This design comes from an exercise in tuning for small area, a short achievable clock period and few clock cycles per item on the open sky130 flow, not from production work.

==> module convert_to_10, before the edit <==
module convert_to_10 (
    input wire clk,
    input wire rst,
    input wire start,
    input wire [399:0] binary,
    output reg [3:0] decimal,
    output reg valid,
    output reg done
);
    localparam integer W  = 16;                
    localparam integer NB = (392 + W - 1) / W;  
    localparam integer WT = 392 - (NB - 1) * W;  
    reg  [391:0] v;                  
    reg  [2*NB-1:0] p;               
    reg  [3:0] jreg, jreg2;          
    reg        ereg, ereg2;          
    reg        run;
    reg        first;                
    reg  [7:0] cnt;
    wire [395:0] a = {1'b0, v, 3'b000};
    wire [395:0] b = {3'b000, v, 1'b0};
    wire [391:0] v_nx;
    wire [2*NB-1:0] p_nx;
    wire [3:0]   j_nx;
    genvar gi, gj, gk;
    generate
        for (gi = 0; gi < NB; gi = gi + 1) begin : blk
            localparam integer LO = gi * W;
            localparam integer N  = (gi < NB - 1) ? W : WT + 4;    
            wire [1:0]   pp = (gi == 0) ? 2'b00 : p[2*gi +: 2] & {2{~first}};
            wire [N-1:0] ab = a[LO +: N];
            wire [N-1:0] bb = b[LO +: N];
            wire [N-1:0] qb = {{(N-5){1'b0}}, pp[1], pp[0], pp[1], pp[0], 1'b0};
            wire [N:0]   x  = {1'b0, ab ^ bb ^ qb};
            wire [N:0]   y  = {(ab & bb) | (ab & qb) | (bb & qb), 1'b0};
            wire [N:0]   G [0:5];
            wire [N:0]   P [0:5];
            assign G[0] = x & y;
            assign P[0] = x ^ y;
            for (gj = 0; gj < 5; gj = gj + 1) begin : lv
                for (gk = 0; gk <= N; gk = gk + 1) begin : el
                    if ((gk >> gj) & 1) begin : c
                        localparam integer J = ((gk >> gj) << gj) - 1;
                        assign G[gj+1][gk] = G[gj][gk] | (P[gj][gk] & G[gj][J]);
                        assign P[gj+1][gk] = P[gj][gk] & P[gj][J];
                    end else begin : n
                        assign G[gj+1][gk] = G[gj][gk];
                        assign P[gj+1][gk] = P[gj][gk];
                    end
                end
            end
            wire [N+1:0] s = {G[5][N], P[0] ^ {G[5][N-1:0], 1'b0}};
            if (gi < NB - 1) begin : mid
                assign v_nx[LO +: W] = s[W-1:0];
                assign p_nx[2*(gi+1) +: 2] = s[W+1:W];
            end else begin : top
                assign v_nx[391:LO] = s[WT-1:0];
                assign j_nx = s[WT+3:WT];
            end
        end
    endgenerate
    assign p_nx[1:0] = 2'b00;
    wire [NB-1:0] g0, pr0;
    generate
        for (gi = 0; gi < NB; gi = gi + 1) begin : gp
            localparam integer LO = gi * W;
            localparam integer HI = (gi < NB - 1) ? LO + W - 1 : 391;
            wire hi1 = &v[HI:LO+2];
            wire v1 = v[LO + 1];
            wire v0 = v[LO];
            wire p1 = (gi == 0) ? 1'b0 : p[2*gi + 1] & ~first;
            wire p0 = (gi == 0) ? 1'b0 : p[2*gi] & ~first;
            assign g0[gi]  = hi1 & v1 & (p1 | (p0 & v0));
            assign pr0[gi] = hi1 & ((~p1 & ~p0 & v1 & v0) | (p0 & v1 & ~v0) | (p1 & ~v1 & v0));
        end
    endgenerate
    localparam integer LV = (NB > 32) ? 6 : (NB > 16) ? 5 : (NB > 8) ? 4 : 3;   
    wire [NB-1:0] gl [0:LV];
    wire [NB-1:0] pl [0:LV];
    assign gl[0] = g0;
    assign pl[0] = pr0;
    genvar gl_i, gl_l;
    generate
        for (gl_l = 0; gl_l < LV; gl_l = gl_l + 1) begin : lv
            for (gl_i = 0; gl_i < NB; gl_i = gl_i + 1) begin : el
                if ((gl_i % (2 << gl_l)) == 0 && gl_i + (1 << gl_l) < NB) begin : cmb
                    assign gl[gl_l+1][gl_i] = gl[gl_l][gl_i + (1 << gl_l)] |
                                              (pl[gl_l][gl_i + (1 << gl_l)] & gl[gl_l][gl_i]);
                    assign pl[gl_l+1][gl_i] = pl[gl_l][gl_i + (1 << gl_l)] & pl[gl_l][gl_i];
                end else begin : pass
                    assign gl[gl_l+1][gl_i] = gl[gl_l][gl_i];
                    assign pl[gl_l+1][gl_i] = pl[gl_l][gl_i];
                end
            end
        end
    endgenerate
    wire e = gl[LV][0];
    wire [3:0] digit = jreg2 + {3'b000, ereg} + {1'b0, ereg2, ereg2, 1'b0};
    always @(posedge clk) begin
        v <= run ? v_nx : binary[391:0];
        p <= p_nx;
        jreg  <= j_nx;
        jreg2 <= jreg;
        ereg  <= e;
        ereg2 <= ereg;
        decimal <= run ? digit : binary[395:392];
        first <= ~run;
        cnt <= run ? cnt + 8'd1 : 8'd1;
    end
    always @(posedge clk) begin
        if (rst) begin
            run   <= 1'b0;
            valid <= 1'b0;
            done  <= 1'b0;
        end else begin
            valid <= start | (run & (cnt >= 8'd3));
            done  <= run & (cnt == 8'd151);
            run   <= start | (run & (cnt != 8'd151));
        end
    end
endmodule
==> flow/config.mk <==
export PLATFORM = sky130hd
export DESIGN_NAME = convert_to_10
export DESIGN_NICKNAME = convert_to_10
export VERILOG_FILES = /design/flow/design.v
export SDC_FILE = /design/flow/constraint.sdc
export NUM_CORES = 4
export LEC_CHECK = 0
export CAP_MARGIN = 20
export CORE_MARGIN = 2
export CORE_UTILIZATION = 40
export SLEW_MARGIN = 20
==> flow/constraint.sdc <==
create_clock -name core_clock -period 10.0 [get_ports {clk}]
set_input_delay 2.0000 -clock core_clock [delete_from_list [all_inputs] [get_ports {clk}]]
set_output_delay 2.0000 -clock core_clock [all_outputs]
set_load 0.01 [all_outputs]
standard.sh (not shown) runs the stock make flow with config.mk's settings and CLKGATE_MAP_FILE= SYNTH_SCRIPT=/design/flow/synth_recipe.tcl, a recipe that flattens the netlist after the stock synthesis.
==> flow/flow/run.sh <==
#!/bin/bash
# Standard layout, repair_timing aiming at 6.5 ns of setup slack, with the port buffers made of the smallest buffer cell.
set -euo pipefail
export BUFFER_PORTS_ARGS="-buffer_cell sky130_fd_sc_hd__buf_1"
export SETUP_SLACK_MARGIN=6.5
bash standard.sh > standard_flow.log 2>&1
Next try:
==> flow/design.v (replaced) <==
`timescale 1ns / 1ps
module convert_to_10 (
    input wire clk,
    input wire rst,
    input wire start,
    input wire [399:0] binary,
    output reg [3:0] decimal,
    output reg valid,
    output reg done
);
    localparam integer W  = 16;                
    localparam integer NB = (392 + W - 1) / W;  
    localparam integer WT = 392 - (NB - 1) * W;  
    reg  [391:0] v;                  
    reg  [2*NB-1:0] p;               
    reg  [3:0] jreg, jreg2;          
    reg        ereg, ereg2;          
    reg        run;
    reg  [7:0] cnt;
    wire [395:0] a = {1'b0, v, 3'b000};
    wire [395:0] b = {3'b000, v, 1'b0};
    wire [391:0] v_nx;
    wire [2*NB-1:0] p_nx;
    wire [3:0]   j_nx;
    genvar gi;
    generate
        for (gi = 0; gi < NB; gi = gi + 1) begin : blk
            localparam integer LO = gi * W;
            if (gi < NB - 1) begin : mid
                wire [1:0] pp = (gi == 0) ? 2'b00 : p[2*gi +: 2];
                wire [W+1:0] q = {{(W-3){1'b0}}, pp[1], pp[0], pp[1], pp[0], 1'b0};
                wire [W+1:0] s = {2'b00, a[LO +: W]} + {2'b00, b[LO +: W]} + q;
                assign v_nx[LO +: W] = s[W-1:0];
                assign p_nx[2*(gi+1) +: 2] = s[W+1:W];
            end else begin : top
                wire [1:0] pp = p[2*gi +: 2];
                wire [WT+3:0] q = {{(WT-1){1'b0}}, pp[1], pp[0], pp[1], pp[0], 1'b0};
                wire [WT+3:0] s = a[395:LO] + b[395:LO] + q;
                assign v_nx[391:LO] = s[WT-1:0];
                assign j_nx = s[WT+3:WT];
            end
        end
    endgenerate
    assign p_nx[1:0] = 2'b00;
    wire [NB-1:0] g0, pr0;
    generate
        for (gi = 0; gi < NB; gi = gi + 1) begin : gp
            localparam integer LO = gi * W;
            localparam integer HI = (gi < NB - 1) ? LO + W - 1 : 391;
            wire hi1 = &v[HI:LO+2];
            wire v1 = v[LO + 1];
            wire v0 = v[LO];
            wire p1 = (gi == 0) ? 1'b0 : p[2*gi + 1];
            wire p0 = (gi == 0) ? 1'b0 : p[2*gi];
            assign g0[gi]  = hi1 & v1 & (p1 | (p0 & v0));
            assign pr0[gi] = hi1 & ((~p1 & ~p0 & v1 & v0) | (p0 & v1 & ~v0) | (p1 & ~v1 & v0));
        end
    endgenerate
    localparam integer LV = (NB > 32) ? 6 : (NB > 16) ? 5 : (NB > 8) ? 4 : 3;   
    wire [NB-1:0] gl [0:LV];
    wire [NB-1:0] pl [0:LV];
    assign gl[0] = g0;
    assign pl[0] = pr0;
    genvar gl_i, gl_l;
    generate
        for (gl_l = 0; gl_l < LV; gl_l = gl_l + 1) begin : lv
            for (gl_i = 0; gl_i < NB; gl_i = gl_i + 1) begin : el
                if ((gl_i % (2 << gl_l)) == 0 && gl_i + (1 << gl_l) < NB) begin : cmb
                    assign gl[gl_l+1][gl_i] = gl[gl_l][gl_i + (1 << gl_l)] |
                                              (pl[gl_l][gl_i + (1 << gl_l)] & gl[gl_l][gl_i]);
                    assign pl[gl_l+1][gl_i] = pl[gl_l][gl_i + (1 << gl_l)] & pl[gl_l][gl_i];
                end else begin : pass
                    assign gl[gl_l+1][gl_i] = gl[gl_l][gl_i];
                    assign pl[gl_l+1][gl_i] = pl[gl_l][gl_i];
                end
            end
        end
    endgenerate
    wire e = gl[LV][0];
    wire [3:0] digit = jreg2 + {3'b000, ereg} + {1'b0, ereg2, ereg2, 1'b0};
    always @(posedge clk) begin
        if (run) begin
            v <= v_nx;
            p <= p_nx;
        end else begin
            v <= binary[391:0];
            p <= 0;
        end
        jreg  <= j_nx;
        jreg2 <= jreg;
        ereg  <= e;
        ereg2 <= ereg;
        decimal <= run ? digit : binary[395:392];
    end
    always @(posedge clk) begin
        if (rst) begin
            run   <= 1'b0;
            cnt   <= 8'd0;
            valid <= 1'b0;
            done  <= 1'b0;
        end else begin
            valid <= start | (run & (cnt >= 8'd3));
            done  <= run & (cnt == 8'd151);
            if (run) begin
                cnt <= cnt + 8'd1;
                if (cnt == 8'd151) run <= 1'b0;
            end else if (start) begin
                run <= 1'b1;
                cnt <= 8'd1;
            end
        end
    end
endmodule
Outcome: The changed run finished clean. Routed wire length stays flat. Design area is lower by a few percent. Core utilization is lower by 2.9 points. Synthesized cell count increases by a few percent. Setup slack gains 280 ps. Critical path depth drops by 3. Fmax is higher by a little under a tenth.
No functional check of the RTL was part of any run of this note.

## static timing again, ports no longer ideal
In the flow no input, the clock included, has a driving cell. The finished layouts below were timed again as built, in two steps. Step 1 (the two cells are an assumption about what drives the block):
set clk [get_ports {clk}]
set_driving_cell -lib_cell sky130_fd_sc_hd__clkbuf_16 $clk
set_driving_cell -lib_cell sky130_fd_sc_hd__buf_2 [delete_from_list [all_inputs] $clk]
Step 2 times the ports against the registers' clock, not the clock port: input delays grow and output delays shrink by t, the midpoint of the rising clock arrivals with the driver on. Slacks: ideal / step 1 / step 2; pairs: ideal / step 1.
run | t, ns | setup WS [ns] | worst hold slack (ns) | clock arrival spread, ns | worst register clock-pin slew, ns
the first run | 0.714 | 6.296 / 6.296 / 6.296 | 0.326 / 0.326 / 0.326 | 0.022 / 0.022 | 0.06 / 0.06
the second run | 0.710 | 6.577 / 6.577 / 6.577 | 0.337 / 0.337 / 0.337 | 0.038 / 0.038 | 0.06 / 0.06
After both steps setup and hold are still met in every run listed.
